Background: an optimization exercise with open tools, aiming at small area, a short achievable clock period and few clock cycles per item. Do not read the settings as production practice.

==> run a <==
==> flow/design.v <==
`timescale 1ns / 1ps
module MedianFilter(
    input reset,
    input enable,
    input CLK,
    input Nxt_block_sig,
    input [7:0]height,
    input [7:0]width,
    input [8:0]data,
    output [8:0]data_out,
    output [15:0]index,
    output [7:0]addr_x0,
    output [7:0]addr_y0,
    output [7:0]gdata,
    output Gvector_sig,
    output reg swmv
    );
localparam IDLE = 2'd0, PEND = 2'd1, NUL = 2'd2, PRES = 2'd3;
localparam MA = 3'd0, MB = 3'd1, MC = 3'd2, MP = 3'd3, MX = 3'd4;
localparam SU = 4'd0, SUL = 4'd1, SUR = 4'd2, SD = 4'd3, SDL = 4'd4,
           SDR = 4'd5, SXR = 4'd6, SPF1 = 4'd7, SPF2 = 4'd8, SFIN = 4'd9;
reg [1:0]  st;
reg        Gv;
reg [2:0]  md;
reg [1:0]  pc;          
reg [3:0]  nsq;         
reg [7:0]  ox, oy;      
reg        xf, xl, yf, yl;    
reg [15:0] na;          
reg [15:0] ix;
reg [7:0]  gd;
reg [8:0]  dreg;
reg        t1, td, t2;  
reg        f1, f2;      
reg        needx;       
reg [7:0]  s0, s1, s2, s3;
reg [3:0]  m;
reg [7:0]  wr, hr, wm1;
assign index       = ix;
assign addr_x0     = ox;
assign addr_y0     = oy;
assign gdata       = gd;
assign data_out    = {1'b0, gd};
assign Gvector_sig = Gv;
wire ack = Nxt_block_sig;           
wire [7:0] oxi = ox + 8'd1;
wire [15:0] nai = na + 16'd1;
wire [7:0] oyi = oy + 8'd1;
wire xf_a = xl;
wire xl_a = xl ? (wr == 8'd1) : (oxi == wr);
wire yf_a = xl ? 1'b0 : yf;
wire yl_a = xl ? (oyi == hr) : yl;
wire pres = (st == PRES);
wire hxf = pres ? xf_a : xf;
wire hxl = pres ? xl_a : xl;
wire hyf = pres ? yf_a : yf;
wire hyl = pres ? yl_a : yl;
wire hnx = pres & (md == MC);
function [3:0] next_slot;
  input [3:0] s;
  input fxf, fxl, fyf, fyl, fnx;
  reg [6:0] v;
  begin
    v[0] = ~fyf;
    v[1] = ~fyf & ~fxf;
    v[2] = ~fyf & ~fxl;
    v[3] = ~fyl;
    v[4] = ~fyl & ~fxf;
    v[5] = ~fyl & ~fxl;
    v[6] = fnx & ~fxl;
    if      (s == SPF1) next_slot = SPF2;
    else if (s == SPF2) next_slot = SFIN;
    else if (s < SUL && v[1]) next_slot = SUL;
    else if (s < SUR && v[2]) next_slot = SUR;
    else if (s < SD  && v[3]) next_slot = SD;
    else if (s < SDL && v[4]) next_slot = SDL;
    else if (s < SDR && v[5]) next_slot = SDR;
    else if (s < SXR && v[6]) next_slot = SXR;
    else next_slot = SPF1;
  end
endfunction
wire [3:0] first = hyf ? SD : SU;
wire [3:0] nsq_e = next_slot(first, hxf, hxl, hyf, hyl, hnx);
wire [3:0] nsq_n = next_slot(nsq, xf, xl, yf, yl, needx);
reg  [2:0] bsel;
reg        cin;
reg [15:0] bop;
always @(*) begin
  case (bsel)
    3'd0: bop = 16'd0;
    3'd1: bop = 16'd1;
    3'd2: bop = 16'd2;
    3'd3: bop = {8'hFF, ~wr};       
    3'd4: bop = {8'hFF, ~wm1};      
    3'd5: bop = {8'h00, wm1};       
    3'd6: bop = {8'h00, wr};        
    default: bop = 16'd0;
  endcase
end
wire [15:0] asum = na + bop + {15'd0, cin};
always @(*) begin
  bsel = 3'd0; cin = 1'b0;
  if (st == NUL)
    case (nsq)
      SU:   begin bsel = 3'd3; cin = 1'b1; end
      SUL:  begin bsel = 3'd3; cin = 1'b0; end
      SUR:  begin bsel = 3'd4; cin = 1'b1; end
      SD:   begin bsel = 3'd6; cin = 1'b0; end
      SDL:  begin bsel = 3'd5; cin = 1'b0; end
      SDR:  begin bsel = 3'd6; cin = 1'b1; end
      SPF2: begin bsel = 3'd1; cin = 1'b1; end
      SFIN: begin bsel = 3'd0; cin = 1'b0; end
      default: begin bsel = 3'd0; cin = 1'b1; end    
    endcase
  else if (st == PEND && pc == 2'd0) begin bsel = 3'd0; cin = 1'b1; end
  else if (st == PEND && pc == 2'd1) begin bsel = 3'd1; cin = 1'b1; end
  else if (st == PRES && md == MB)   begin bsel = 3'd1; cin = 1'b1; end
  else if (dreg[8]) begin
    if (hyf) begin bsel = 3'd6; cin = 1'b0; end
    else     begin bsel = 3'd3; cin = 1'b1; end
  end
  else if (st == PEND || md == MA) begin bsel = 3'd2; cin = 1'b1; end
  else begin bsel = 3'd1; cin = 1'b1; end
end
reg  [3:0] zh;    
always @(*)
  case ({hyf, hyl})
    2'b11:   zh = 4'd6 + {3'd0, hxf} + {3'd0, hxl};
    2'b10,
    2'b01:   zh = 4'd3 + {2'd0, hxf, 1'b0} + {2'd0, hxl, 1'b0} - {3'd0, hxf & hxl};
    default: zh = {2'd0, hxf, hxf} + {2'd0, hxl, hxl} - {3'd0, hxf & hxl};
  endcase
wire [7:0] iv  = f2 ? gd : dreg[7:0];
wire       ivp = f1 ? (~xl & ~needx & ~dreg[8]) :
                 f2 ? ~xf : (t2 & ~dreg[8]);
wire lt0 = ivp & (iv < s0);
wire lt1 = ivp & (iv < s1);
wire lt2 = ivp & (iv < s2);
wire lt3 = ivp & (iv < s3);
wire [7:0] n0 = lt0 ? iv : s0;
wire [7:0] n1 = lt1 ? (lt0 ? s0 : iv) : s1;
wire [7:0] n2 = lt2 ? (lt1 ? s1 : iv) : s2;
wire [7:0] n3 = lt3 ? (lt2 ? s2 : iv) : s3;
wire [3:0] nm = m + {3'd0, ivp};
wire [3:0] jm = nm - 4'd1;
reg  [7:0] med;
always @(*) begin
  if (nm == 4'd0) med = 8'd0;
  else
    case (jm[2:1])
      2'd0: med = n0;
      2'd1: med = n1;
      2'd2: med = n2;
      default: med = n3;
    endcase
end
wire fin = (st == NUL) && (nsq == SFIN);
always @(posedge CLK or posedge reset) begin
  if (reset) begin
    st <= IDLE; Gv <= 1'b0; swmv <= 1'b0;
  end else begin
    case (st)
      IDLE: begin
        Gv <= 1'b0; swmv <= 1'b0;
        if (enable) st <= PEND;
      end
      PEND:
        if (pc == 2'd2) begin
          if (!dreg[8]) begin st <= PRES; Gv <= 1'b1; end
          else st <= NUL;
        end
      NUL:
        if (fin) begin st <= PRES; Gv <= 1'b1; swmv <= 1'b1; end
      PRES: begin
        swmv <= 1'b0;
        if (ack) begin
          if (xl && yl) begin st <= IDLE; Gv <= 1'b0; end
          else if (md == MB || md == MX) begin st <= PEND; Gv <= 1'b0; end
          else if (dreg[8]) begin st <= NUL; Gv <= 1'b0; end
        end
      end
    endcase
  end
end
always @(posedge CLK) begin
  dreg <= data;
  wm1  <= wr - 8'd1;
  td   <= t1;
  t2   <= td;
  t1   <= 1'b0;
  f1   <= 1'b0;
  f2   <= 1'b0;
  if (st == NUL) begin
    s0 <= n0; s1 <= n1; s2 <= n2; s3 <= n3; m <= nm;
  end else begin
    s0 <= (zh > 4'd0) ? 8'h00 : 8'hFF;
    s1 <= (zh > 4'd1) ? 8'h00 : 8'hFF;
    s2 <= (zh > 4'd2) ? 8'h00 : 8'hFF;
    s3 <= (zh > 4'd3) ? 8'h00 : 8'hFF;
    m  <= zh;
  end
  case (st)
    IDLE: begin
      ox <= 8'd1; oy <= 8'd1; na <= 16'd0;
      xf <= 1'b1; yf <= 1'b1;
      xl <= (width == 8'd1); yl <= (height == 8'd1);
      wr <= width; hr <= height;
      if (enable && !reset) begin
        pc <= 2'd1; ix <= 16'd1;
      end else
        ix <= 16'd0;
    end
    PEND: begin
      ix <= asum;
      case (pc)
        2'd0: pc <= 2'd1;
        2'd1: pc <= 2'd2;
        default:
          if (!dreg[8]) begin
            md <= MA; gd <= dreg[7:0];
            na <= nai;
          end else begin
            needx <= 1'b0; f1 <= 1'b1;
            nsq <= nsq_e;
            t1 <= ~hyf | ~hyl;
          end
      endcase
    end
    NUL: begin
      f2 <= f1;
      ix <= asum;
      nsq <= nsq_n;
      t1 <= (nsq < SPF1);
      if (fin) begin
        md <= MP; gd <= med; na <= nai;
      end
    end
    PRES: begin
      if (ack) begin
        if (xl && yl) begin
          ix <= 16'd0;
        end else begin
          ox <= xl ? 8'd1 : oxi;
          if (xl) oy <= oyi;
          xf <= xf_a; xl <= xl_a; yf <= yf_a; yl <= yl_a;
          case (md)
            MB: begin pc <= 2'd2; ix <= asum; end
            MX: pc <= 2'd0;
            default: begin    
              ix <= asum;
              if (!dreg[8]) begin
                gd <= dreg[7:0]; na <= nai;
                md <= (md == MA) ? MA : (md == MC) ? MB : MC;
              end else begin
                f1 <= 1'b1;
                needx <= hnx;
                nsq <= nsq_e;
                t1 <= ~hyf | ~hyl;
              end
            end
          endcase
        end
      end else begin
        md <= MX; ix <= na;
      end
    end
  endcase
end
endmodule
==> flow/flow/run.sh <==
#!/bin/bash
set -euo pipefail
bash standard.sh "BUFFER_PORTS_ARGS=-buffer_cell sky130_fd_sc_hd__buf_4" finish > standard_flow.log 2>&1
==> flow/standard.sh <==
#!/bin/bash
# synth_recipe.tcl (not shown) runs the flow's synth.tcl, then flattens the netlist and writes it again
# the make line also repeats each setting of config.mk as NAME=value (left out here)
make -C /OpenROAD-flow-scripts/flow DESIGN_CONFIG=/design/flow/config.mk WORK_HOME=/design/flow/orfs CLKGATE_MAP_FILE= SYNTH_SCRIPT=/design/flow/synth_recipe.tcl "${@:-finish}"
==> flow/config.mk <==
export PLATFORM = sky130hd
export DESIGN_NAME = MedianFilter
export DESIGN_NICKNAME = MedianFilter
export VERILOG_FILES = /design/flow/design.v
export SDC_FILE = /design/flow/constraint.sdc
export NUM_CORES = 4
export LEC_CHECK = 0
export CAP_MARGIN = 20
export CORE_MARGIN = 2
export CORE_UTILIZATION = 40
export PLACE_DENSITY = 0.6
export SLEW_MARGIN = 20
==> flow/constraint.sdc <==
create_clock -name core_clock -period 11.0 [get_ports {CLK}]
set_input_delay 2.2000 -clock core_clock [delete_from_list [all_inputs] [get_ports {CLK}]]
set_output_delay 2.2000 -clock core_clock [all_outputs]
set_load 0.01 [all_outputs]
==> inputs of run b, as changes to run a <==
==> flow/flow/run.sh (replaced) <==
#!/bin/bash
set -euo pipefail
bash standard.sh "BUFFER_PORTS_ARGS=-buffer_cell sky130_fd_sc_hd__buf_4" SETUP_SLACK_MARGIN=7 finish > standard_flow.log 2>&1
==> inputs of run c, as changes to run a <==
==> flow/design.v, changed modules only <==
module MedianFilter(
    input reset,
    input enable,
    input CLK,
    input Nxt_block_sig,
    input [7:0]height,
    input [7:0]width,
    input [8:0]data,
    output [8:0]data_out,
    output [15:0]index,
    output [7:0]addr_x0,
    output [7:0]addr_y0,
    output [7:0]gdata,
    output Gvector_sig,
    output reg swmv
    );
localparam IDLE = 2'd0, PEND = 2'd1, NUL = 2'd2, PRES = 2'd3;
localparam MA = 3'd0, MB = 3'd1, MC = 3'd2, MP = 3'd3, MX = 3'd4;
localparam SU = 4'd0, SUL = 4'd1, SUR = 4'd2, SD = 4'd3, SDL = 4'd4,
           SDR = 4'd5, SXR = 4'd6, SPF1 = 4'd7, SPF2 = 4'd8, SFIN = 4'd9;
reg [1:0]  st;
reg        Gv;
reg [2:0]  md;
reg [1:0]  pc;          
reg [3:0]  nsq;         
reg [7:0]  ox, oy;      
reg        xf, xl, yf, yl;    
reg [15:0] na;          
reg [15:0] ix;
reg [7:0]  gd;
reg [8:0]  dreg;
reg        t1, td, t2;  
reg        f1, f2;      
reg        needx;       
reg [7:0]  s0, s1, s2, s3;
reg [3:0]  m;
reg [7:0]  wr, hr, wm1;
assign index       = ix;
assign addr_x0     = ox;
assign addr_y0     = oy;
assign gdata       = gd;
assign data_out    = {1'b0, gd};
assign Gvector_sig = Gv;
wire [7:0] oxi = ox + 8'd1;
wire [7:0] oyi = oy + 8'd1;
wire xl_a = xl ? (wr == 8'd1) : (oxi == wr);
wire yf_a = xl ? 1'b0 : yf;
wire yl_a = xl ? (oyi == hr) : yl;
wire pres = (st == PRES);
wire hxf = pres ? xl   : xf;
wire hxl = pres ? xl_a : xl;
wire hyf = pres ? yf_a : yf;
wire hyl = pres ? yl_a : yl;
wire hnx = pres & (md == MC);
function [3:0] next_slot;
  input [3:0] s;
  input fxf, fxl, fyf, fyl, fnx;
  reg [6:0] v;
  begin
    v[0] = ~fyf;
    v[1] = ~fyf & ~fxf;
    v[2] = ~fyf & ~fxl;
    v[3] = ~fyl;
    v[4] = ~fyl & ~fxf;
    v[5] = ~fyl & ~fxl;
    v[6] = fnx & ~fxl;
    if      (s == SPF1) next_slot = SPF2;
    else if (s == SPF2) next_slot = SFIN;
    else if (s < SUL && v[1]) next_slot = SUL;
    else if (s < SUR && v[2]) next_slot = SUR;
    else if (s < SD  && v[3]) next_slot = SD;
    else if (s < SDL && v[4]) next_slot = SDL;
    else if (s < SDR && v[5]) next_slot = SDR;
    else if (s < SXR && v[6]) next_slot = SXR;
    else next_slot = SPF1;
  end
endfunction
wire [3:0] first = hyf ? SD : SU;
wire [3:0] nsq_e = next_slot(first, hxf, hxl, hyf, hyl, hnx);
wire [3:0] nsq_n = next_slot(nsq, xf, xl, yf, yl, needx);
wire [7:0] nhi  = na[15:8];
wire [7:0] nhii = nhi + 8'd1;
wire [7:0] nhid = nhi - 8'd1;
reg  [7:0] blo;
reg        bneg, cin;
always @(*) begin
  bneg = 1'b0; blo = 8'd0; cin = 1'b0;
  if (st == NUL)
    case (nsq)
      SU:   begin bneg = 1'b1; blo = ~wr;  cin = 1'b1; end    
      SUL:  begin bneg = 1'b1; blo = ~wr;  cin = 1'b0; end    
      SUR:  begin bneg = 1'b1; blo = ~wm1; cin = 1'b1; end    
      SD:   begin blo = wr;  cin = 1'b0; end                  
      SDL:  begin blo = wm1; cin = 1'b0; end                  
      SDR:  begin blo = wr;  cin = 1'b1; end                  
      SPF2: begin blo = 8'd1; cin = 1'b1; end                 
      SFIN: begin blo = 8'd0; cin = 1'b0; end                 
      default: begin blo = 8'd0; cin = 1'b1; end              
    endcase
  else if (hyf) begin blo = wr; cin = 1'b0; end               
  else begin bneg = 1'b1; blo = ~wr; cin = 1'b1; end          
end
wire [8:0]  mlo  = {1'b0, na[7:0]} + {1'b0, blo} + {8'd0, cin};
wire [7:0]  mhi  = bneg ? (mlo[8] ? nhi : nhid) : (mlo[8] ? nhii : nhi);
wire [15:0] amain = {mhi, mlo[7:0]};
reg [1:0] sk;
always @(*) begin
  if (st == PEND) sk = (pc == 2'd0) ? 2'd1 : (pc == 2'd1) ? 2'd2 : 2'd3;
  else if (md == MA) sk = 2'd3;
  else if (md == MX) sk = 2'd0;
  else sk = 2'd2;
end
wire [8:0]  slo = {1'b0, na[7:0]} + {7'd0, sk};
wire [15:0] astr = {slo[8] ? nhii : nhi, slo[7:0]};
wire [8:0]  ilo = {1'b0, na[7:0]} + 9'd1;
wire [15:0] nai = {ilo[8] ? nhii : nhi, ilo[7:0]};
wire usemain = (st == NUL) | (dreg[8] & ((st == PEND && pc == 2'd2) | (st == PRES && md != MB && md != MX)));
wire [15:0] anext = usemain ? amain : astr;
reg  [3:0] zh;    
always @(*)
  case ({hyf, hyl})
    2'b11:   zh = 4'd6 + {3'd0, hxf} + {3'd0, hxl};
    2'b10,
    2'b01:   zh = 4'd3 + {2'd0, hxf, 1'b0} + {2'd0, hxl, 1'b0} - {3'd0, hxf & hxl};
    default: zh = {2'd0, hxf, hxf} + {2'd0, hxl, hxl} - {3'd0, hxf & hxl};
  endcase
wire [7:0] iv  = f2 ? gd : dreg[7:0];
wire       ivp = f1 ? (~xl & ~needx & ~dreg[8]) :
                 f2 ? ~xf : (t2 & ~dreg[8]);
wire lt0 = ivp & (iv < s0);
wire lt1 = ivp & (iv < s1);
wire lt2 = ivp & (iv < s2);
wire lt3 = ivp & (iv < s3);
wire [7:0] n0 = lt0 ? iv : s0;
wire [7:0] n1 = lt1 ? (lt0 ? s0 : iv) : s1;
wire [7:0] n2 = lt2 ? (lt1 ? s1 : iv) : s2;
wire [7:0] n3 = lt3 ? (lt2 ? s2 : iv) : s3;
wire [3:0] nm = m + {3'd0, ivp};
wire [3:0] mm1 = m - 4'd1;
wire [1:0] j0  = mm1[2:1];
wire [1:0] j1  = m[2:1];
wire [1:0] jj  = ivp ? j1 : j0;
wire       mz  = ~ivp & (m == 4'd0);
reg  [7:0] med;
always @(*) begin
  if (mz) med = 8'd0;
  else
    case (jj)
      2'd0: med = n0;
      2'd1: med = n1;
      2'd2: med = n2;
      default: med = n3;
    endcase
end
wire fin  = (st == NUL) && (nsq == SFIN);
wire last = xl & yl;
always @(posedge CLK or posedge reset) begin
  if (reset) begin
    st <= IDLE; Gv <= 1'b0; swmv <= 1'b0;
  end else begin
    case (st)
      IDLE: begin
        Gv <= 1'b0; swmv <= 1'b0;
        if (enable) st <= PEND;
      end
      PEND:
        if (pc == 2'd2) begin
          if (!dreg[8]) begin st <= PRES; Gv <= 1'b1; end
          else st <= NUL;
        end
      NUL:
        if (fin) begin st <= PRES; Gv <= 1'b1; swmv <= 1'b1; end
      PRES: begin
        swmv <= 1'b0;
        if (Nxt_block_sig) begin
          if (last) begin st <= IDLE; Gv <= 1'b0; end
          else if (md == MB || md == MX) begin st <= PEND; Gv <= 1'b0; end
          else if (dreg[8]) begin st <= NUL; Gv <= 1'b0; end
        end
      end
    endcase
  end
end
always @(posedge CLK) begin
  dreg <= data;
  wm1  <= wr - 8'd1;
  td   <= t1;
  t2   <= td;
  t1   <= 1'b0;
  f1   <= 1'b0;
  f2   <= 1'b0;
  if (st == NUL) begin
    s0 <= n0; s1 <= n1; s2 <= n2; s3 <= n3; m <= nm;
  end else begin
    s0 <= (zh > 4'd0) ? 8'h00 : 8'hFF;
    s1 <= (zh > 4'd1) ? 8'h00 : 8'hFF;
    s2 <= (zh > 4'd2) ? 8'h00 : 8'hFF;
    s3 <= (zh > 4'd3) ? 8'h00 : 8'hFF;
    m  <= zh;
  end
  case (st)
    IDLE: begin
      ox <= 8'd1; oy <= 8'd1; na <= 16'd0;
      xf <= 1'b1; yf <= 1'b1;
      xl <= (width == 8'd1); yl <= (height == 8'd1);
      wr <= width; hr <= height;
      if (enable && !reset) begin
        pc <= 2'd1; ix <= 16'd1;
      end else
        ix <= 16'd0;
    end
    PEND: begin
      ix <= anext;
      case (pc)
        2'd0: pc <= 2'd1;
        2'd1: pc <= 2'd2;
        default:
          if (!dreg[8]) begin
            md <= MA; gd <= dreg[7:0];
            na <= nai;
          end else begin
            needx <= 1'b0; f1 <= 1'b1;
            nsq <= nsq_e;
            t1 <= ~hyf | ~hyl;
          end
      endcase
    end
    NUL: begin
      f2 <= f1;
      ix <= anext;
      nsq <= nsq_n;
      t1 <= (nsq < SPF1);
      if (fin) begin
        md <= MP; gd <= med; na <= nai;
      end
    end
    PRES: begin
      if (Nxt_block_sig) begin
        if (last) begin
          ix <= 16'd0;
        end else begin
          ox <= xl ? 8'd1 : oxi;
          if (xl) oy <= oyi;
          xf <= xl; xl <= xl_a; yf <= yf_a; yl <= yl_a;
          ix <= anext;
          case (md)
            MB: pc <= 2'd2;
            MX: pc <= 2'd0;
            default:    
              if (!dreg[8]) begin
                gd <= dreg[7:0]; na <= nai;
                md <= (md == MA) ? MA : (md == MC) ? MB : MC;
              end else begin
                f1 <= 1'b1;
                needx <= hnx;
                nsq <= nsq_e;
                t1 <= ~hyf | ~hyl;
              end
          endcase
        end
      end else begin
        md <= MX; ix <= na;
      end
    end
  endcase
end
endmodule
==> flow/flow/run.sh (replaced) <==
#!/bin/bash
set -euo pipefail
bash standard.sh "BUFFER_PORTS_ARGS=-buffer_cell sky130_fd_sc_hd__buf_4" SETUP_SLACK_MARGIN=8 finish > standard_flow.log 2>&1
==> out/qor.txt <==
Area fraction of the dominant cell type after synthesis - 21.0%
Fmax - 0.297 GHz
Routed wl met3 - 2200 µm
Syn nets - 1,236
Status - complete, no violations
Placed Instance Area - 10,800 µm²
GR Util met2 - 37.2%
That was run c.
==> out/qor.txt <==
Routed wl met3 - 1400 µm
Crit path DAT - 4420 ps
Syn nets - 1,139
Placed Instance Area - 10,800 µm²
Commonest cells after routing, fill and taps aside - buf_4 (121), edfxtp_1 (86), nor2_1 (77), nand2_1 (76), inv_1 (64)
Area fraction of the dominant cell type after synthesis - 26.1%
GR Util met2 - 32.4%
Mux contribution to synthesized area - 4.26%
Fmax - 0.236 GHz
# Taps - 324
Status - complete, no violations
That was run b.
==> out/qor.txt <==
Status - complete, no violations
Placed Instance Area - 10,700 µm²
GR Util met2 - 30.5%
Routed wl met3 - 1320 µm
Synthesized area - 9900 µm²
Slew @ Worst Pin - 982 ps
Slowest stage cell on the critical path - a22oi_1
Syn nets - 1,139
Area fraction of the dominant cell type after synthesis - 26.1%
Synth Area in XOR/XNOR - 6.04%
That was run a.
No run of this note included a check of the RTL's function; only the layout flow was run.

-- re-timing with driven ports --
The flow's constraints put no driver on any port. The routed layouts listed below were extracted and timed again, unchanged, in two steps.
Step 1 assumes that a clkbuf_16 drives the clock port and a buf_2 every other input.
Step 2 times the ports against the registers' clock, not the clock port: input delays grow and output delays shrink by t, the midpoint of the rising clock arrivals with the driver on.
Slacks: ideal ports / drivers / drivers and shift; pairs: ideal ports / drivers.
run | t (ns) | setup WS [ns] | latest minus earliest clock arrival (ns) | worst data-port slew with drivers (ns)
run a | 0.465 | 5.476 / 5.476 / 5.476 | 0.012 / 0.012 | 0.04
run b | 0.482 | 6.765 / 6.765 / 6.702 | 0.012 / 0.013 | 0.05
run c | 0.477 | 7.636 / 7.636 / 7.541 | 0.018 / 0.018 | 0.06
After both steps every run listed still meets setup and hold. For run c, which loses most, drivers alone change the setup slack by 0.000 ns; drivers and shift together by -0.095 ns.
